What follows belongs to an exercise in optimizing a design on an open flow for small area, a short achievable clock period and few clock cycles per item; a production flow would make more cautious choices.
In this exercise RTL edits were held to simulation tests only and were not proved equivalent to the original.
Power and IR drop assume default switching activity.

==> flow/design.v (excerpt) <==
module MUL #(
    parameter WIDTH = 32
) (
    input  [ 0:0] clk,
    input  [ 0:0] rst,
    input  [ 0:0] start,
    input  [31:0] a,
    input  [31:0] b,
    output [63:0] res,
    output [ 0:0] finish
);
reg  [5:0] p;
reg  [31:0] s_q, c_q;         
reg  [7:0] ls_q, lc_q;       
reg         cy_q;             
reg  [31:0] l_q;              
reg  [3:0] one_q, two_q, neg_q;  
reg         sgn_q;
wire first = p[0];
wire [31:0] sfb = first ? 32'h80000000 : s_q;
wire [31:0] cfb = first ? 32'h0 : c_q;
wire [32:0] am = {1'b0, a[30:0], 1'b0};    
wire [31:0] pp0;
wire [31:0] pp1;
wire [31:0] pp2;
wire [31:0] pp3;
genvar gj;
generate for (gj = 0; gj < 32; gj = gj + 1) begin : g_pp
    assign pp0[gj] = ((one_q[0] & am[gj+1]) | (two_q[0] & am[gj])) ^ neg_q[0];
    assign pp1[gj] = ((one_q[1] & am[gj+1]) | (two_q[1] & am[gj])) ^ neg_q[1];
    assign pp2[gj] = ((one_q[2] & am[gj+1]) | (two_q[2] & am[gj])) ^ neg_q[2];
    assign pp3[gj] = ((one_q[3] & am[gj+1]) | (two_q[3] & am[gj])) ^ neg_q[3];
end endgenerate
wire hs0;
wire hc0;
wire hs1;
wire hc1;
wire hs2;
wire hc2;
wire hs3;
wire hc3;
wire hs4;
wire hc4;
wire hs5;
wire hc5;
wire hs6;
wire hc6;
wire hs7;
wire hc7;
wire hs8;
wire hc8;
wire hs9;
wire hc9;
wire hs10;
wire hc10;
wire hs11;
wire hc11;
wire hs12;
wire hc12;
wire hs13;
wire hc13;
wire hs14;
wire hc14;
wire hs15;
wire hc15;
wire hs16;
wire hc16;
wire hs17;
wire hc17;
wire hs18;
wire hc18;
wire hs19;
wire hc19;
wire hs20;
wire hc20;
wire hs21;
wire hc21;
wire hs22;
wire hc22;
wire hs23;
wire hc23;
wire hs24;
wire hc24;
wire fs0;
wire fc0;
wire hs25;
wire hc25;
wire hs26;
wire hc26;
wire fs1;
wire fc1;
wire hs27;
wire hc27;
wire fs2;
wire fc2;
wire hs28;
wire hc28;
wire fs3;
wire fc3;
wire fs4;
wire fc4;
wire fs5;
  ...
export LEC_CHECK = 0
export CAP_MARGIN = 20
export CORE_MARGIN = 2
export CORE_UTILIZATION = 40
export SLEW_MARGIN = 20
create_clock -name core_clock -period 4.0 [get_ports {clk}]
run.sh (not shown) runs the stock make flow with config.mk's settings and CLKGATE_MAP_FILE= SYNTH_SCRIPT=/design/flow/synth_recipe.tcl, a recipe that flattens the netlist after the stock synthesis.
Testbench counts at the start, summed over its fixed seeds: cycles 5,376, items 768.
Then changed:
- SETUP_SLACK_MARGIN: default -> 1.6
=>
- via count barely changes
- flip-flop and latch count is unchanged
- wire length climbs by 1.3%
- total power climbs by 6.3%
- design area climbs by 7.2%
Then changed:
- SETUP_SLACK_MARGIN: 1.6 -> 2.0
Outcome: The new run produced a clean layout; power barely changes; area after synthesis stays the same; critical path depth shrinks by 1.

* * *

== raven ==
MUL, a different RTL version from the one above (not shown whole).
Size: about 1200 cells after synthesis, about 160 flip-flops, roughly 11000 sq um of cells after synthesis.
clock: 4.0 ns
lec_check: 0
cap_margin: 20
core_margin: 2
core_utilization: 60
setup_slack_margin: 1.2
slew_margin: 20
raven has completed all stages; timing, DRC and antenna checks passed.
Testbench counts of raven, summed over its fixed seeds: cycles 5,376, items 768.
Modified inputs, willow compared to raven
Settings: swapping 1.2 for 1.4 in SETUP_SLACK_MARGIN; putting PLACE_DENSITY at 0.7 where nothing was set; putting CTS_BUF_LIST at sky130_fd_sc_hd__clkbuf_8 where nothing was set; swapping 60 for 50 in CORE_UTILIZATION.
### Flow results
willow against raven: proportion of power drawn by the clock network fell by 2.8 points, met3 layer usage reported by global route fell by 2.2 points. Final-layout fill cell count (raven / willow): 0.801. Die height sits higher in willow than in raven. Where setup slack is concerned, raven is outperformed by willow. HPWL after detailed placement deteriorates in willow relative to raven.
Inputs modified between willow and fjord:
Settings: changing SETUP_SLACK_MARGIN from 1.4 to 1.2; changing CORE_UTILIZATION from 50 to 40; removing PLACE_DENSITY (formerly 0.7).
Findings:
- No stage failed in willow, and the final checks on the layout all came back clean.
- fjord ran to completion and came out clean on the timing, design-rule and antenna checks.
- In the tables for willow and fjord, layout overhead on the synthesized area reads higher with willow.
- Taking willow as the reference, in fjord share of the clock period used by the worst path after layout increased 3.3 points, core area increased 5400 sq um, fmax decreased 4.9%, vertical die dimension increased about 12%.
- Between willow and fjord, the global-route wire length before repair is lower for willow.
- Number of antenna violations at the first check in global routing: fjord vs willow up 1

* * *

MUL, a different RTL version from the one above (not shown whole).
For scale: about 160 flip-flops, roughly 130 I/O pins.
==> flow/config.mk <==
export PLATFORM = sky130hd
export DESIGN_NAME = MUL
export DESIGN_NICKNAME = MUL
export VERILOG_FILES = /design/flow/design.v
export SDC_FILE = /design/flow/constraint.sdc
export NUM_CORES = 4
export LEC_CHECK = 0
export CAP_MARGIN = 20
export CORE_MARGIN = 2
export CORE_UTILIZATION = 40
export CTS_BUF_LIST = sky130_fd_sc_hd__clkbuf_8 sky130_fd_sc_hd__clkbuf_16
export SETUP_SLACK_MARGIN = 1.45
export SLEW_MARGIN = 20
==> flow/constraint.sdc <==
create_clock -name core_clock -period 4.0 [get_ports {clk}]
set_input_delay 0.8000 -clock core_clock [delete_from_list [all_inputs] [get_ports {clk}]]
set_output_delay 0.8000 -clock core_clock [all_outputs]
set_load 0.01 [all_outputs]
Testbench counts at the start, summed over its fixed seeds: cycles 5,376, items 768.
Change:
Settings changed: CORE_UTILIZATION 40 to 60, CTS_BUF_LIST sky130_fd_sc_hd__clkbuf_8 sky130_fd_sc_hd__clkbuf_16 to sky130_fd_sc_hd__clkbuf_8.
Cell area came out lower by 2.8%.
Non-clock buffer count increases by 5.
Total power drops by 3.1%.
Synthesized area is unchanged.
Die area drops by 33%.
Via count is higher by 1.3%.
Critical path depth came out higher by 1.
Global-route usage goes up by 8.5 points.
Change:
Settings changed: CORE_UTILIZATION 60 to 40, SETUP_SLACK_MARGIN 1.45 to 1.5.
=>
- The new run completed without violations
- hold slack degrades by 12 ps
- power rises by 1.4%
- maximum frequency increases by 1.4%
- synthesized cell count does not change
Change:
Settings changed: CORE_UTILIZATION 40 to 45.
What happened: Routed wire length goes down by a few percent. Synthesized cell count is unchanged. Power is about the same.

* * *

Setup of run 1:
Starting RTL as in the previous note.
Design MUL, start of the top module:
module MUL #(
    parameter WIDTH = 32
) (
    input  [ 0:0] clk,
    input  [ 0:0] rst,
    input  [ 0:0] start,
    input  [31:0] a,
    input  [31:0] b,
    output [63:0] res,
    output [ 0:0] finish
);
reg  [5:0] p;
reg  [32:0] s_q, c_q;         
reg  [7:0] ls_q, lc_q;       
reg         n3_q;             
reg  [31:0] l_q;              
reg  [29:0] h_q;              
reg  [3:0] one_q, two_q, neg_q;  
reg         sgn_q;
wire first = p[0];
wire [32:0] sfb = first ? 33'h100000000 : s_q;
wire [32:0] cfb = first ? 33'h0 : c_q;
wire [32:0] am = {1'b0, a[30:0], 1'b0};    
wire [31:0] pp0;
wire [31:0] pp1;
wire [31:0] pp2;
wire [31:0] pp3;
genvar gj;
generate for (gj = 0; gj < 32; gj = gj + 1) begin : g_pp
    assign pp0[gj] = ((one_q[0] & am[gj+1]) | (two_q[0] & am[gj])) ^ neg_q[0];
    assign pp1[gj] = ((one_q[1] & am[gj+1]) | (two_q[1] & am[gj])) ^ neg_q[1];
    assign pp2[gj] = ((one_q[2] & am[gj+1]) | (two_q[2] & am[gj])) ^ neg_q[2];
    assign pp3[gj] = ((one_q[3] & am[gj+1]) | (two_q[3] & am[gj])) ^ neg_q[3];
end endgenerate
wire fs0;
wire fc0;
wire hs0;
wire hc0;
wire hs1;
wire hc1;
wire fs1;
wire fc1;
wire hs2;
wire hc2;
wire fs2;
wire fc2;
wire hs3;
wire hc3;
wire fs3;
wire fc3;
wire fs4;
wire fc4;
wire fs5;
wire fc5;
wire fs6;
wire fc6;
wire fs7;
wire fc7;
wire fs8;
wire fc8;
wire fs9;
wire fc9;
wire fs10;
wire fc10;
wire fs11;
wire fc11;
wire fs12;
wire fc12;
wire fs13;
wire fc13;
wire fs14;
wire fc14;
wire fs15;
wire fc15;
wire fs16;
wire fc16;
wire fs17;
wire fc17;
wire fs18;
wire fc18;
wire fs19;
wire fc19;
wire fs20;
wire fc20;
wire fs21;
wire fc21;
wire fs22;
wire fc22;
wire fs23;
wire fc23;
wire fs24;
wire fc24;
wire fs25;
wire fc25;
wire fs26;
wire fc26;
wire fs27;
wire fc27;
wire fs28;
wire fc28;
wire fs29;
wire fc29;
wire fs30;
wire fc30;
wire fs31;
wire fc31;
wire fs32;
wire fc32;
wire fs33;
wire fc33;
wire fs34;
wire fc34;
wire fs35;
wire fc35;
wire fs36;
wire fc36;
wire fs37;
wire fc37;
wire fs38;
wire fc38;
wire fs39;
  ...
==> flow/config.mk <==
export PLATFORM = sky130hd
export DESIGN_NAME = MUL
export DESIGN_NICKNAME = MUL
export VERILOG_FILES = /design/flow/design.v
export SDC_FILE = /design/flow/constraint.sdc
export NUM_CORES = 4
export LEC_CHECK = 0
export CAP_MARGIN = 20
export CORE_MARGIN = 2
export CORE_UTILIZATION = 50
export CTS_BUF_LIST = sky130_fd_sc_hd__clkbuf_8
export SETUP_SLACK_MARGIN = 1.5
export SLEW_MARGIN = 20
==> flow/constraint.sdc <==
create_clock -name core_clock -period 4.0 [get_ports {clk}]
set_input_delay 0.8000 -clock core_clock [delete_from_list [all_inputs] [get_ports {clk}]]
set_output_delay 0.8000 -clock core_clock [all_outputs]
set_load 0.01 [all_outputs]
Run 1 did not stop at any stage, and its layout met the timing, design-rule and antenna checks.
Testbench counts of run 1, summed over its fixed seeds: cycles 5,376, items 768.
Input-level comparison between run 2 and run 1:
Settings: a change of SETUP_SLACK_MARGIN from 1.5 to 1.45.
==> comparison <==
Run 2 | status: complete | timing, DRC, antenna: pass. Taking run 1 as the reference, in run 2 total detailed-routing wirelength fell by 510 µm; count of filler cells inserted in the layout now sits higher. Summary of the comparison: buffering overhead is lower in run 2, relative to run 1. Run 2: sequential share of layout area 0.57 points above run 1. Portion of total power attributed to sequential cells, run 1 and run 2: smaller value in run 1. Run 2 vs run 1 on slew at the pin closest to its max-slew limit: run 2 is the lower one. Run 1 has higher area occupied by multi-input gates than run 2.
### run 2 -> run 3
Settings: SETUP_SLACK_MARGIN: 1.45 -> 1.3; CORE_UTILIZATION: 50 -> 40.
Results
Against run 2, run 3 comes in 0.8 points lower on combinational group share of total power.
s_q[3]$_DFF_P_ as the capture point of the worst path was reported by run 3, and s_q[0]$_DFF_P_ by run 2.
Comparing share of the clock period used by the worst path for run 3 and run 2, the smaller number came from run 2.
Having completed the whole flow, run 3 delivered a layout that passed the timing, design-rule and antenna checks.
Global-route usage delta for run 3 relative to run 2: 4.3 points lower
Relative to run 3, the following input files were edited for run 4:
Settings: SETUP_SLACK_MARGIN now 1.4, was 1.3.
--- outcome ---
Looking at non-clock buffer count, run 4 sits about 0.7% lower than run 3 does.
Per the comparison of run 4 with run 3, routed wire length did not really move, share of the clock period used by the worst path fell 1.3 points, total design power +about 0.7%.
| maximum frequency | higher: run 4 |
~same total placed instance area in run 4 and run 3
Per the comparison of run 4 with run 3, ratio of total power to cell area grew by 4.4 mW/mm²; sum of met3 wire segment lengths after detailed routing grew by 4.9%.
diff inputs: run 4 => run 5
Settings: SETUP_SLACK_MARGIN now 1.45, was 1.4; CTS_CLUSTER_SIZE now 12, previously not set.
Findings:
Run 5 went all the way through the flow, and no timing, DRC or antenna check failed. Diff run 4 -> run 5 | maximum clock frequency | increase of 12 MHz. On sequential cell area share, run 4 and run 5 are neck and neck. The final reports for run 5 and run 4 show count of instances resized after the clock tree is built higher in the former. Run 5 vs run 4: global-route wire length before repair up.

* * *

## run A
RTL: one of the versions met above, not the one the previous note started from.
For scale: roughly 1200 cells after synthesis, ~160 flip-flops.
export LEC_CHECK = 0
export CAP_MARGIN = 20
export CORE_MARGIN = 2
export CORE_UTILIZATION = 40
export SETUP_SLACK_MARGIN = 1.2
export SLEW_MARGIN = 20
create_clock -name core_clock -period 4.0 [get_ports {clk}]
Run A: all stages complete, timing, DRC and antenna checks passed
Testbench counts of run A, summed over its fixed seeds: cycles 5,376, items 768.
For run B, these inputs were changed with respect to run A:
# run A
export LEC_CHECK = 0
export CAP_MARGIN = 20
export CORE_MARGIN = 2
export CORE_UTILIZATION = 40
export SETUP_SLACK_MARGIN = 1.2
export SLEW_MARGIN = 20
create_clock -name core_clock -period 4.0 [get_ports {clk}]
# run B
export LEC_CHECK = 0
export CAP_MARGIN = 20
export CORE_MARGIN = 2
export CORE_UTILIZATION = 40
export SETUP_SLACK_MARGIN = 0.9
export SLEW_MARGIN = 20
create_clock -name core_clock -period 4.0 [get_ports {clk}]
### Flow results
Of the two values seen for cell at the slowest stage of the critical path, fa_1 was produced by run A and clkdlybuf4s50_1 by run B.
The higher overall power of the completed layout came out of run A.
The register area was comparable across run A and run B.
Delta (run B minus run A): highest clock rate down about 9%; last weighted congestion value of the routability-driven placer down 1.9%; proportion of power drawn by combinational gates down 0.6 points; global-route total usage across every layer down 0.36 points.
### run B -> run C
# run B
export LEC_CHECK = 0
export CAP_MARGIN = 20
export CORE_MARGIN = 2
export CORE_UTILIZATION = 40
export SETUP_SLACK_MARGIN = 0.9
export SLEW_MARGIN = 20
create_clock -name core_clock -period 4.0 [get_ports {clk}]
# run C
export LEC_CHECK = 0
export ABC_AREA = 1
export CAP_MARGIN = 20
export CORE_MARGIN = 2
export CORE_UTILIZATION = 40
export SETUP_SLACK_MARGIN = 1.2
export SLEW_MARGIN = 20
create_clock -name core_clock -period 4.0 [get_ports {clk}]
Results
Between run B and run C, the total power after layout is higher for run C. Delta (run C minus run B): die area +about 5.4%; simple-gate share of the synthesized area +9.0 points; clock group share of total power did not really move. For global-route wire length before repair, dividing the value from run C by the value from run B gives 1.08.
Changes in run D relative to run C:
# run C
export LEC_CHECK = 0
export ABC_AREA = 1
export CAP_MARGIN = 20
export CORE_MARGIN = 2
export CORE_UTILIZATION = 40
export SETUP_SLACK_MARGIN = 1.2
export SLEW_MARGIN = 20
create_clock -name core_clock -period 4.0 [get_ports {clk}]
# run D
export LEC_CHECK = 0
export CAP_MARGIN = 20
export CORE_MARGIN = 2
export CORE_UTILIZATION = 40
export CTS_BUF_LIST = sky130_fd_sc_hd__clkbuf_8
export GPL_ROUTABILITY_DRIVEN = 0
export SETUP_SLACK_MARGIN = 1.4
export SLEW_MARGIN = 20
create_clock -name core_clock -period 4.0 [get_ports {clk}]
## What came out
Initial antenna violation count: run D vs run C up 1
Diff run C -> run D: pre-CTS worst setup slack moved down; area added between synthesis and finish moved up.
Re initial core utilization: run D and run C aren't equal, and the lower value belongs to run C.
Run D against run C: aggregate routed wire length lost 3.8%; internal power summed over all cells picked up an extra 64 µW.

* * *

== build 19 ==
Starting RTL as in the previous note.
Settings: LEC_CHECK=0, CAP_MARGIN=20, CORE_MARGIN=2, CORE_UTILIZATION=40, CTS_BUF_LIST=sky130_fd_sc_hd__clkbuf_8, PLACE_DENSITY=0.8, SETUP_SLACK_MARGIN=1.4, SLEW_MARGIN=20; clock period 4.0 ns.
Testbench counts of build 19, summed over its fixed seeds: cycles 5,376, items 768.
Inputs modified between build 19 and build 49:
Settings: a deleted PLACE_DENSITY that had been 0.8; a change of SETUP_SLACK_MARGIN from 1.4 to 2.0; a deleted CTS_BUF_LIST that had been sky130_fd_sc_hd__clkbuf_8.
Notes after the runs:
Compared to build 19, build 49 shows a wider setup margin.
Build 19 ended up with a[25] as its timing startpoint of the critical path; build 49 ended up with one_q[0].
Sort build 19 and build 49 by minimum period implied by the final worst setup slack asc -> top: build 49
In summary, build 49 completed successfully, with a layout that passed the timing, design-rule and antenna checks.
| slack of the worst reg-to-reg path | lower: build 19 |
Re routed wire length: build 19 was lower than build 49.
Looking only at final standard cell count with taps included and fillers excluded, and setting everything else aside, the higher value of build 19 and build 49 goes to build 49.
Run comparison: build 49 critical path class flip-flop to flip-flop; build 19 critical path class primary input to flip-flop
Via-per-instance ratio down 0.047 in build 49 wrt build 19
[build 49 vs build 19] proportion of cell area occupied by multi-input gates: lower in build 49
Build 49 against build 19; met2 wire length is up by more than 10%.
Compared to build 19, build 49 reaches a higher achievable clock.
> inputs changed (build 49 -> build 43)
Settings: swapping 2.0 for 1.5 in SETUP_SLACK_MARGIN.
### Flow results
Compared with build 49, build 43 degrades final hold slack. Build 43 -> build 49: number of hold buffers added after CTS delta 0, exact match. [diff] post-DP HPWL, build 43 relative to build 49: improvement. [compare] base=build 49 new=build 43: area after synthesis roughly the same; placement-stage cell area now sits lower. In the flow results for build 49 and build 43, the relative contribution of combinational cells to total power is larger on build 49. The worst setup slack of build 43 was inferior to that of build 49. Between build 49 and build 43, total power decreased. STATUS routed wire length: build 43 wins against build 49. Run comparison: build 49 end point of the critical path c_q[22]; build 43 end point of the critical path c_q[14]. Diff build 49 -> build 43 | sequential share of layout area | increase of 1.1 points. Between build 49 and build 43, ratio of final minimum period to clock period is lower for build 49, build 43 comes in above that.
